Background: an optimization exercise with open tools, aiming at small area. Do not read the settings as production practice.
Only simulation tests tie the RTL to the original design; equivalence was not proved.
The clock port is modelled as an ideal driver; clocking choices that lean on that would not hold on a real chip.
Power is estimated from default activity; no workload was simulated.

// acc_bias_relu
module acc_bias_relu(
    input i_add4_end,
    input clk,
    input rst_n,
    input layer1,
    output o_acc_end,
    input [15:0] i_acc_bias_fm_col,
    input i_add4_valid,
    input signed [22*32-1:0] i_add4_data,
    input signed [22*32-1:0] i_bias,
    input [15:0] i_bias_addr_base,
    output [15:0] o_sel_bias_addr,
    output [8*32-1:0] o_acc_data_out,
    output o_acc_data_out_valid
    );
For scale: roughly 4100 cells after synthesis, ~1100 flip-flops, ~1700 I/O pins, about 42000 sq um of cells after synthesis.
clock: 5.0 ns
lec_check: 0
cap_margin: 20
core_area: 10 10 430 310
die_area: 0 0 440 320
place_density: 0.8
slew_margin: 40
standard.sh (not shown) runs the stock make flow with config.mk's settings and CLKGATE_MAP_FILE= SYNTH_SCRIPT=/design/flow/synth_recipe.tcl, a recipe that flattens the netlist after the stock synthesis.
==> flow/flow/run.sh <==
#!/bin/bash
# The standard layout (standard.sh: ORFS with synth_recipe.tcl), with these changes:
# - each port is buffered by the smallest buffer (buf_1), not the cell buffer_ports picks;
# - the clock tree is built with the clock_tree_synthesis arguments in CTS_ARGS;
# - synthesis leaves adders to ABC (no extract_fa step) and maps the logic with
#   flow/abc_speed.script, which recovers more area than ORFS's own script.
#   The registers are mapped exactly as in the standard synthesis (that happens before ABC).
# - nor2b cells are added to the platform's don't-use list: the layer1 mask then maps to
#   nor2 gates that share one inverter of layer1.
# Every other ORFS script is used unchanged, from a copy in ./scripts.
# ORFS writes each tool's full log under orfs/logs; standard.sh's output goes to standard.log.
set -euo pipefail
export BUFFER_PORTS_ARGS="-buffer_cell sky130_fd_sc_hd__buf_1"
export CTS_ARGS="-sink_clustering_enable -repair_clock_nets -buf_list sky130_fd_sc_hd__clkbuf_4 -sink_clustering_size 10 -sink_clustering_max_diameter 35 -dont_use_dummy_load"
export PLACE_PINS_ARGS="-min_distance 1 -min_distance_in_tracks"
rm -rf scripts
cp -r "$FLOW_HOME/scripts" scripts
cp flow/abc_speed.script scripts/abc_speed.script
# skip the full/half adder extraction: the condition line becomes a constant 0
grep -q '^  \[dont_use_adder_kinds\] ne "none"$' scripts/synth.tcl
sed -i 's/^  \[dont_use_adder_kinds\] ne "none"$/  0/' scripts/synth.tcl
export SCRIPTS_DIR="$PWD/scripts"
# the platform's don't-use list (from its config.mk) plus the extra cells; on make's command
# line, as the platform's config.mk sets the variable itself
du=$(sed -n '/^export DONT_USE_CELLS += /,/^#$/p' "$FLOW_HOME/platforms/sky130hd/config.mk" | grep -o 'sky130_fd_sc_hd__[a-z0-9_]*' | tr '\n' ' ')
bash standard.sh "DONT_USE_CELLS=$du sky130_fd_sc_hd__nor2b_1 sky130_fd_sc_hd__nor2b_2 sky130_fd_sc_hd__nor2b_4" finish > standard.log 2>&1
==> flow/flow/abc_speed.script <==
strash
&get -n
&st
&dch
&nf -R 1000
&put
&get -n
&st
&dch -f
&nf -R 1000
&put
topo
stime -c
buffer -c
upsize -c
dnsize -c
The starting point ran to the end with no violations.
Edit:
--- a/flow/flow/run.sh
+++ b/flow/flow/run.sh
@@ -13,5 +13,4 @@
 export BUFFER_PORTS_ARGS="-buffer_cell sky130_fd_sc_hd__buf_1"
 export CTS_ARGS="-sink_clustering_enable -repair_clock_nets -buf_list sky130_fd_sc_hd__clkbuf_4 -sink_clustering_size 10 -sink_clustering_max_diameter 35 -dont_use_dummy_load"
-export PLACE_PINS_ARGS="-min_distance 1 -min_distance_in_tracks"
 rm -rf scripts
 cp -r "$FLOW_HOME/scripts" scripts
- CORE_AREA: 10 10 430 310 -> 10 10 550 390
- DIE_AREA: 0 0 440 320 -> 0 0 560 400
After rerunning:
- The new run passed the timing, design-rule and antenna checks
- cell area goes up by 2.9%
- total power went up by 2.6%
- clock power climbs by about 5.4%
- via count went up by 4.5%
- die area rose by about 60%
- clock skew grows by 0.063 ns
Edit:
--- a/flow/flow/run.sh
+++ b/flow/flow/run.sh
@@ -12,5 +12,6 @@
 set -euo pipefail
 export BUFFER_PORTS_ARGS="-buffer_cell sky130_fd_sc_hd__buf_1"
-export CTS_ARGS="-sink_clustering_enable -repair_clock_nets -buf_list sky130_fd_sc_hd__clkbuf_4 -sink_clustering_size 10 -sink_clustering_max_diameter 35 -dont_use_dummy_load"
+export CTS_ARGS="-sink_clustering_enable -repair_clock_nets -buf_list {sky130_fd_sc_hd__clkbuf_4 sky130_fd_sc_hd__clkbuf_8} -sink_clustering_size 14 -sink_clustering_max_diameter 40 -dont_use_dummy_load"
+
 rm -rf scripts
 cp -r "$FLOW_HOME/scripts" scripts
Effect:
- This time the run finished but fails on antenna rules
- via count decreases by 0.90%
- setup slack got worse by 0.28 ns
- routed wire length is about the same
- global-route usage barely changes
Edit:
--- a/flow/flow/run.sh
+++ b/flow/flow/run.sh
@@ -12,6 +12,6 @@
 set -euo pipefail
 export BUFFER_PORTS_ARGS="-buffer_cell sky130_fd_sc_hd__buf_1"
-export CTS_ARGS="-sink_clustering_enable -repair_clock_nets -buf_list {sky130_fd_sc_hd__clkbuf_4 sky130_fd_sc_hd__clkbuf_8} -sink_clustering_size 14 -sink_clustering_max_diameter 40 -dont_use_dummy_load"
-
+export CTS_ARGS="-sink_clustering_enable -repair_clock_nets -buf_list sky130_fd_sc_hd__clkbuf_4 -sink_clustering_size 10 -sink_clustering_max_diameter 35 -dont_use_dummy_load"
+export PLACE_PINS_ARGS="-min_distance 1 -min_distance_in_tracks"
 rm -rf scripts
 cp -r "$FLOW_HOME/scripts" scripts
- CORE_AREA: 10 10 550 390 -> 10 10 360 260
- DIE_AREA: 0 0 560 400 -> 0 0 370 270
This time the run went through all stages and came out clean. Routed wire length came out lower by about 33%. Core utilization came out higher by 32 points. Hold slack gets worse by 0.031 ns. Synthesized area stays the same. Global-route usage came out higher by 11 points. Non-clock buffer count came out lower by 27. Synthesized cell count does not change. Clock-buffer cell count came out higher by 32. Combinational power came out lower by 6.0%.
Edit:
--- a/flow/flow/run.sh
+++ b/flow/flow/run.sh
@@ -13,5 +13,4 @@
 export BUFFER_PORTS_ARGS="-buffer_cell sky130_fd_sc_hd__buf_1"
 export CTS_ARGS="-sink_clustering_enable -repair_clock_nets -buf_list sky130_fd_sc_hd__clkbuf_4 -sink_clustering_size 10 -sink_clustering_max_diameter 35 -dont_use_dummy_load"
-export PLACE_PINS_ARGS="-min_distance 1 -min_distance_in_tracks"
 rm -rf scripts
 cp -r "$FLOW_HOME/scripts" scripts
==> flow/flow/abc_speed.script (replaced) <==
strash
&get -n
&st
&dch
&nf -R 1000
&put
&get -n
&st
&dch -f
&nf -R 1000
&put
topo
stime -c
- CORE_AREA: 10 10 360 260 -> 10 10 550 390
- DIE_AREA: 0 0 370 270 -> 0 0 560 400
=> The changed run passed the timing, design-rule and antenna checks. Power rises by 3.2%. Synthesized cell count falls by 0.42%. Die area rises by 120%. Area after synthesis falls by 0.74%. Routed wire length rises by 48%. Combinational power rises by about 4%. Via count rises by 5.1%. Setup slack gains 0.041 ns.

* * *

Another version of the RTL of acc_bias_relu (not shown whole).
For scale: about 4000 cells after synthesis, about 1100 flip-flops, roughly 1700 I/O pins, about 0.042 mm² of cells after synthesis.
==> flow/config.mk <==
export PLATFORM = sky130hd
export DESIGN_NAME = acc_bias_relu
export DESIGN_NICKNAME = acc_bias_relu
export VERILOG_FILES = /design/flow/design.v
export SDC_FILE = /design/flow/constraint.sdc
export NUM_CORES = 4
export LEC_CHECK = 0
export CAP_MARGIN = 20
export CORE_AREA = 10 10 550 390
export DIE_AREA = 0 0 560 400
export PLACE_DENSITY = 0.8
export SLEW_MARGIN = 40
==> flow/constraint.sdc <==
create_clock -name core_clock -period 5.0 [get_ports {clk}]
set_input_delay 1.0000 -clock core_clock [delete_from_list [all_inputs] [get_ports {clk}]]
set_output_delay 1.0000 -clock core_clock [all_outputs]
set_load 0.01 [all_outputs]
==> flow/flow/run.sh <==
#!/bin/bash
# The standard layout (standard.sh: ORFS with synth_recipe.tcl), with these changes:
# - each port is buffered by the smallest buffer (buf_1), not the cell buffer_ports picks;
# - the clock tree is built with the clock_tree_synthesis arguments in CTS_ARGS;
# - synthesis leaves adders to ABC (no extract_fa step) and maps the logic with
#   flow/abc_speed.script, which recovers more area than ORFS's own script.
#   The registers are mapped exactly as in the standard synthesis (that happens before ABC).
# - DONT_USE_CELLS adds the cells it names to the platform's don't-use list (nor2b: the
#   layer1 mask then maps to nor2 gates that share one inverter of layer1).
# Every other ORFS script is used unchanged, from a copy in ./scripts.
# ORFS writes each tool's full log under orfs/logs; standard.sh's output goes to standard.log.
set -euo pipefail
export BUFFER_PORTS_ARGS="-buffer_cell sky130_fd_sc_hd__buf_1"
export CTS_ARGS="-sink_clustering_enable -repair_clock_nets -buf_list sky130_fd_sc_hd__clkbuf_4 -sink_clustering_size 10 -sink_clustering_max_diameter 35 -dont_use_dummy_load"
export DONT_USE_CELLS="sky130_fd_sc_hd__nor2b_1 sky130_fd_sc_hd__nor2b_2 sky130_fd_sc_hd__nor2b_4"
rm -rf scripts
cp -r "$FLOW_HOME/scripts" scripts
cp flow/abc_speed.script scripts/abc_speed.script
# skip the full/half adder extraction: the condition line becomes a constant 0
grep -q '^  \[dont_use_adder_kinds\] ne "none"$' scripts/synth.tcl
sed -i 's/^  \[dont_use_adder_kinds\] ne "none"$/  0/' scripts/synth.tcl
export SCRIPTS_DIR="$PWD/scripts"
bash standard.sh > standard.log 2>&1
==> flow/flow/abc_speed.script <==
strash
&get -n
&st
&dch
&nf -R 1000
&put
&get -n
&st
&dch -f
&nf -R 1000
&put
topo
stime -c
buffer -c
upsize -c
dnsize -c
The baseline went through all stages and came out clean.
Edit:
==> flow/flow/run.sh (replaced) <==
#!/bin/bash
# The standard layout (standard.sh: ORFS with synth_recipe.tcl), with these changes:
# - each port is buffered by the smallest buffer (buf_1), not the cell buffer_ports picks;
# - the clock tree is built with the clock_tree_synthesis arguments in CTS_ARGS;
# - synthesis extracts only full adders (not half adders) and maps the rest with
#   flow/abc_speed.script, which recovers more area than ORFS's own script.
#   The registers are mapped exactly as in the standard synthesis (that happens before ABC).
# - nor2b cells are added to the platform's don't-use list: the layer1 mask then maps to
#   nor2 gates that share one inverter of layer1.
# Every other ORFS script is used unchanged, from a copy in ./scripts.
# ORFS writes each tool's full log under orfs/logs; standard.sh's output goes to standard.log.
set -euo pipefail
export BUFFER_PORTS_ARGS="-buffer_cell sky130_fd_sc_hd__buf_1"
export CTS_ARGS="-sink_clustering_enable -repair_clock_nets -buf_list sky130_fd_sc_hd__clkbuf_4 -sink_clustering_size 11 -sink_clustering_max_diameter 32 -dont_use_dummy_load"
export PLACE_PINS_ARGS="-min_distance 1 -min_distance_in_tracks"
rm -rf scripts
cp -r "$FLOW_HOME/scripts" scripts
cp flow/abc_speed.script scripts/abc_speed.script
# extract only full adders (no half adders) before ABC
grep -q 'extract_fa {\*}\[dont_use_extract_fa_args\]' scripts/synth.tcl
sed -i 's/extract_fa {\*}\[dont_use_extract_fa_args\]/extract_fa -fa/' scripts/synth.tcl
export SCRIPTS_DIR="$PWD/scripts"
# the platform's don't-use list (from its config.mk) plus the extra cells; on make's command
# line, as the platform's config.mk sets the variable itself
du=$(sed -n '/^export DONT_USE_CELLS += /,/^#$/p' "$FLOW_HOME/platforms/sky130hd/config.mk" | grep -o 'sky130_fd_sc_hd__[a-z0-9_]*' | tr '\n' ' ')
bash standard.sh "DONT_USE_CELLS=$du sky130_fd_sc_hd__nor2b_1 sky130_fd_sc_hd__nor2b_2 sky130_fd_sc_hd__nor2b_4" finish > standard.log 2>&1
Settings changed: CORE_AREA 10 10 550 390 to 10 10 360 260, DIE_AREA 0 0 560 400 to 0 0 370 270.
After rerunning:
- hold slack improved by 30 ps
- worst setup slack degrades by 140 ps
- sequential share of layout area grows by 2.3 points
- non-clock buffer count goes down by 18
- wire length decreases by a quarter to a third
- clock power fell by about a fifth
- power drops by a few percent
- design area goes down by a few percent
- via count is lower by a few percent
Edit:
==> flow/flow/run.sh (replaced) <==
#!/bin/bash
# The standard layout (standard.sh: ORFS with synth_recipe.tcl), with these changes:
# - each port is buffered by the smallest buffer (buf_1), not the cell buffer_ports picks;
# - the clock tree is built with the clock_tree_synthesis arguments in CTS_ARGS;
# - synthesis leaves adders to ABC (no extract_fa step) and maps the logic with
#   flow/abc_speed.script, which recovers more area than ORFS's own script.
#   The registers are mapped exactly as in the standard synthesis (that happens before ABC).
# - DONT_USE_CELLS adds the cells it names to the platform's don't-use list (nor2b: the
#   layer1 mask then maps to nor2 gates that share one inverter of layer1).
# Every other ORFS script is used unchanged, from a copy in ./scripts.
# ORFS writes each tool's full log under orfs/logs; standard.sh's output goes to standard.log.
set -euo pipefail
export BUFFER_PORTS_ARGS="-buffer_cell sky130_fd_sc_hd__buf_1"
export CTS_ARGS="-sink_clustering_enable -repair_clock_nets -buf_list sky130_fd_sc_hd__clkbuf_4 -sink_clustering_size 10 -sink_clustering_max_diameter 35 -dont_use_dummy_load"
export DONT_USE_CELLS=""
rm -rf scripts
cp -r "$FLOW_HOME/scripts" scripts
cp flow/abc_speed.script scripts/abc_speed.script
# skip the full/half adder extraction: the condition line becomes a constant 0
grep -q '^  \[dont_use_adder_kinds\] ne "none"$' scripts/synth.tcl
sed -i 's/^  \[dont_use_adder_kinds\] ne "none"$/  0/' scripts/synth.tcl
export SCRIPTS_DIR="$PWD/scripts"
bash standard.sh > standard.log 2>&1
Settings changed: CORE_AREA 10 10 360 260 to 10 10 550 390, DIE_AREA 0 0 370 270 to 0 0 560 400.
Utilization is lower by 32 points. Area after synthesis is higher by 0.75%. Setup slack is better by 140 ps.
Edit:
==> flow/flow/run.sh (replaced) <==
#!/bin/bash
# The standard layout (standard.sh: ORFS with synth_recipe.tcl), with these changes:
# - each port is buffered by the smallest buffer (buf_1), not the cell buffer_ports picks;
# - the clock tree is built with the clock_tree_synthesis arguments in CTS_ARGS;
# - synthesis extracts only full adders (not half adders) and maps the rest with
#   flow/abc_speed.script, which recovers more area than ORFS's own script.
#   The registers are mapped exactly as in the standard synthesis (that happens before ABC).
# - nor2b cells are added to the platform's don't-use list: the layer1 mask then maps to
#   nor2 gates that share one inverter of layer1.
# Every other ORFS script is used unchanged, from a copy in ./scripts.
# ORFS writes each tool's full log under orfs/logs; standard.sh's output goes to standard.log.
set -euo pipefail
export BUFFER_PORTS_ARGS="-buffer_cell sky130_fd_sc_hd__buf_1"
export CTS_ARGS="-sink_clustering_enable -repair_clock_nets -buf_list sky130_fd_sc_hd__clkbuf_4 -sink_clustering_size 10 -sink_clustering_max_diameter 35 -dont_use_dummy_load"
export PLACE_PINS_ARGS="-min_distance 1 -min_distance_in_tracks"
rm -rf scripts
cp -r "$FLOW_HOME/scripts" scripts
cp flow/abc_speed.script scripts/abc_speed.script
# extract only full adders (no half adders) before ABC
grep -q 'extract_fa {\*}\[dont_use_extract_fa_args\]' scripts/synth.tcl
sed -i 's/extract_fa {\*}\[dont_use_extract_fa_args\]/extract_fa -fa/' scripts/synth.tcl
export SCRIPTS_DIR="$PWD/scripts"
# the platform's don't-use list (from its config.mk) plus the extra cells; on make's command
# line, as the platform's config.mk sets the variable itself
du=$(sed -n '/^export DONT_USE_CELLS += /,/^#$/p' "$FLOW_HOME/platforms/sky130hd/config.mk" | grep -o 'sky130_fd_sc_hd__[a-z0-9_]*' | tr '\n' ' ')
bash standard.sh "DONT_USE_CELLS=$du sky130_fd_sc_hd__nor2b_1 sky130_fd_sc_hd__nor2b_2 sky130_fd_sc_hd__nor2b_4" finish > standard.log 2>&1
Settings changed: CORE_AREA 10 10 550 390 to 10 10 360 260, DIE_AREA 0 0 560 400 to 0 0 370 270.
What happened:
- final area drops by a few percent
- clock power decreases by roughly a tenth
- register-to-register slack stays flat
- area after synthesis shrinks slightly
- routed wire length is lower by a quarter to a third
- hold slack gets better by 20 ps
- utilization grows by 32 points
- setup slack loses 130 ps
Edit:
==> flow/flow/run.sh (replaced) <==
#!/bin/bash
# The standard layout (standard.sh: ORFS with synth_recipe.tcl), with these changes:
# - each port is buffered by the smallest buffer (buf_1), not the cell buffer_ports picks;
# - the clock tree is built with the clock_tree_synthesis arguments in CTS_ARGS;
# - synthesis leaves adders to ABC (no extract_fa step) and maps the logic with
#   flow/abc_speed.script, which recovers more area than ORFS's own script.
#   The registers are mapped exactly as in the standard synthesis (that happens before ABC).
# Every other ORFS script is used unchanged, from a copy in ./scripts.
# ORFS writes each tool's full log under orfs/logs; standard.sh's output goes to standard.log.
set -euo pipefail
export BUFFER_PORTS_ARGS="-buffer_cell sky130_fd_sc_hd__buf_1"
export CTS_ARGS="-sink_clustering_enable -repair_clock_nets -buf_list sky130_fd_sc_hd__clkbuf_4 -sink_clustering_size 10 -sink_clustering_max_diameter 35 -dont_use_dummy_load"
rm -rf scripts
cp -r "$FLOW_HOME/scripts" scripts
cp flow/abc_speed.script scripts/abc_speed.script
# skip the full/half adder extraction: the condition line becomes a constant 0
grep -q '^  \[dont_use_adder_kinds\] ne "none"$' scripts/synth.tcl
sed -i 's/^  \[dont_use_adder_kinds\] ne "none"$/  0/' scripts/synth.tcl
export SCRIPTS_DIR="$PWD/scripts"
bash standard.sh > standard.log 2>&1
Settings changed: CORE_AREA 10 10 360 260 to 10 10 550 390, DIE_AREA 0 0 370 270 to 0 0 560 400, PLACE_DENSITY 0.8 to 0.9.
What happened: The changed run completed and failed the layout checks on antenna violations. Area after synthesis climbs by about 0.75%. Final cell count rises by about 23%. Clock skew went up by 57 ps. Count of clock-buffer cells in the layout goes up by 26.
Edit:
--- a/flow/flow/run.sh
+++ b/flow/flow/run.sh
@@ -10,5 +10,5 @@
 set -euo pipefail
 export BUFFER_PORTS_ARGS="-buffer_cell sky130_fd_sc_hd__buf_1"
-export CTS_ARGS="-sink_clustering_enable -repair_clock_nets -buf_list sky130_fd_sc_hd__clkbuf_4 -sink_clustering_size 10 -sink_clustering_max_diameter 35 -dont_use_dummy_load"
+export CTS_ARGS="-sink_clustering_enable -repair_clock_nets -buf_list sky130_fd_sc_hd__clkbuf_4 -sink_clustering_size 8 -sink_clustering_max_diameter 30 -dont_use_dummy_load"
 rm -rf scripts
 cp -r "$FLOW_HOME/scripts" scripts
Settings changed: PLACE_DENSITY 0.9 to not set.
This time the run completed without violations.
Synthesized area is unchanged.
Count of clock-buffer cells in the layout grows by 40.
Routed wire length shrinks by 3.5%.
Combinational power grows by about 2%.
Clock power grows by 9.6%.
Via count shrinks by 3.4%.
Critical path depth grows by 2.
Core utilization grows by 0.17 points.
Worst hold slack improves by 5.1 ps.

[static timing again, ports no longer ideal]
No port has a modelled driver above. Below, the same layouts with a new extraction and two added sets of constraints.
Step 1 sets driving cells, clkbuf_16 on the clock port and buf_2 on the other inputs (assumed; they add their load-dependent delay and slew).
Step 2, shift: input delay + t, output delay - t, t = (earliest + latest rising clock arrival at the registers) / 2. This alone moves slack from input paths to output paths.
Three values: ideal ports, drivers, drivers and shift; two values: the first two.
run | t (ns) | slack for setup (ns) | clock arrival spread, ns | worst register clock-pin slew, ns
the first run of note 1 | 1.081 | 0.988 / 1.013 / -0.069 | 0.185 / 0.185 | 0.11 / 0.11
the second run of note 1 | 1.081 | 0.900 / 0.924 / -0.157 | 0.167 / 0.167 | 0.11 / 0.11
the third run of note 1 | 0.837 | 0.616 / 0.640 / -0.197 | 0.149 / 0.149 | 0.09 / 0.09
the fourth run of note 1 | 1.008 | 0.758 / 0.787 / -0.221 | 0.145 / 0.146 | 0.11 / 0.11
the fifth run of note 1 | 1.078 | 0.800 / 0.790 / -0.288 | 0.204 / 0.204 | 0.11 / 0.11
the first run of note 2 | 1.098 | 1.103 / 1.131 / 0.033 | 0.168 / 0.168 | 0.12 / 0.12
the second run of note 2 | 1.022 | 0.964 / 0.966 / -0.057 | 0.143 / 0.143 | 0.11 / 0.11
the third run of note 2 | 1.098 | 1.103 / 1.131 / 0.033 | 0.168 / 0.168 | 0.12 / 0.12
the fourth run of note 2 | 1.025 | 0.971 / 0.988 / -0.037 | 0.146 / 0.146 | 0.11 / 0.11
the fifth run of note 2 | 1.097 | 0.992 / 1.017 / -0.080 | 0.232 / 0.232 | 0.11 / 0.11
the sixth run of note 2 | 1.119 | 1.033 / 0.998 / -0.121 | 0.193 / 0.194 | 0.09 / 0.09
The setup slack of the sixth run of note 2, which loses most, moves by -0.035 ns with the drivers and by -1.154 ns with both steps.
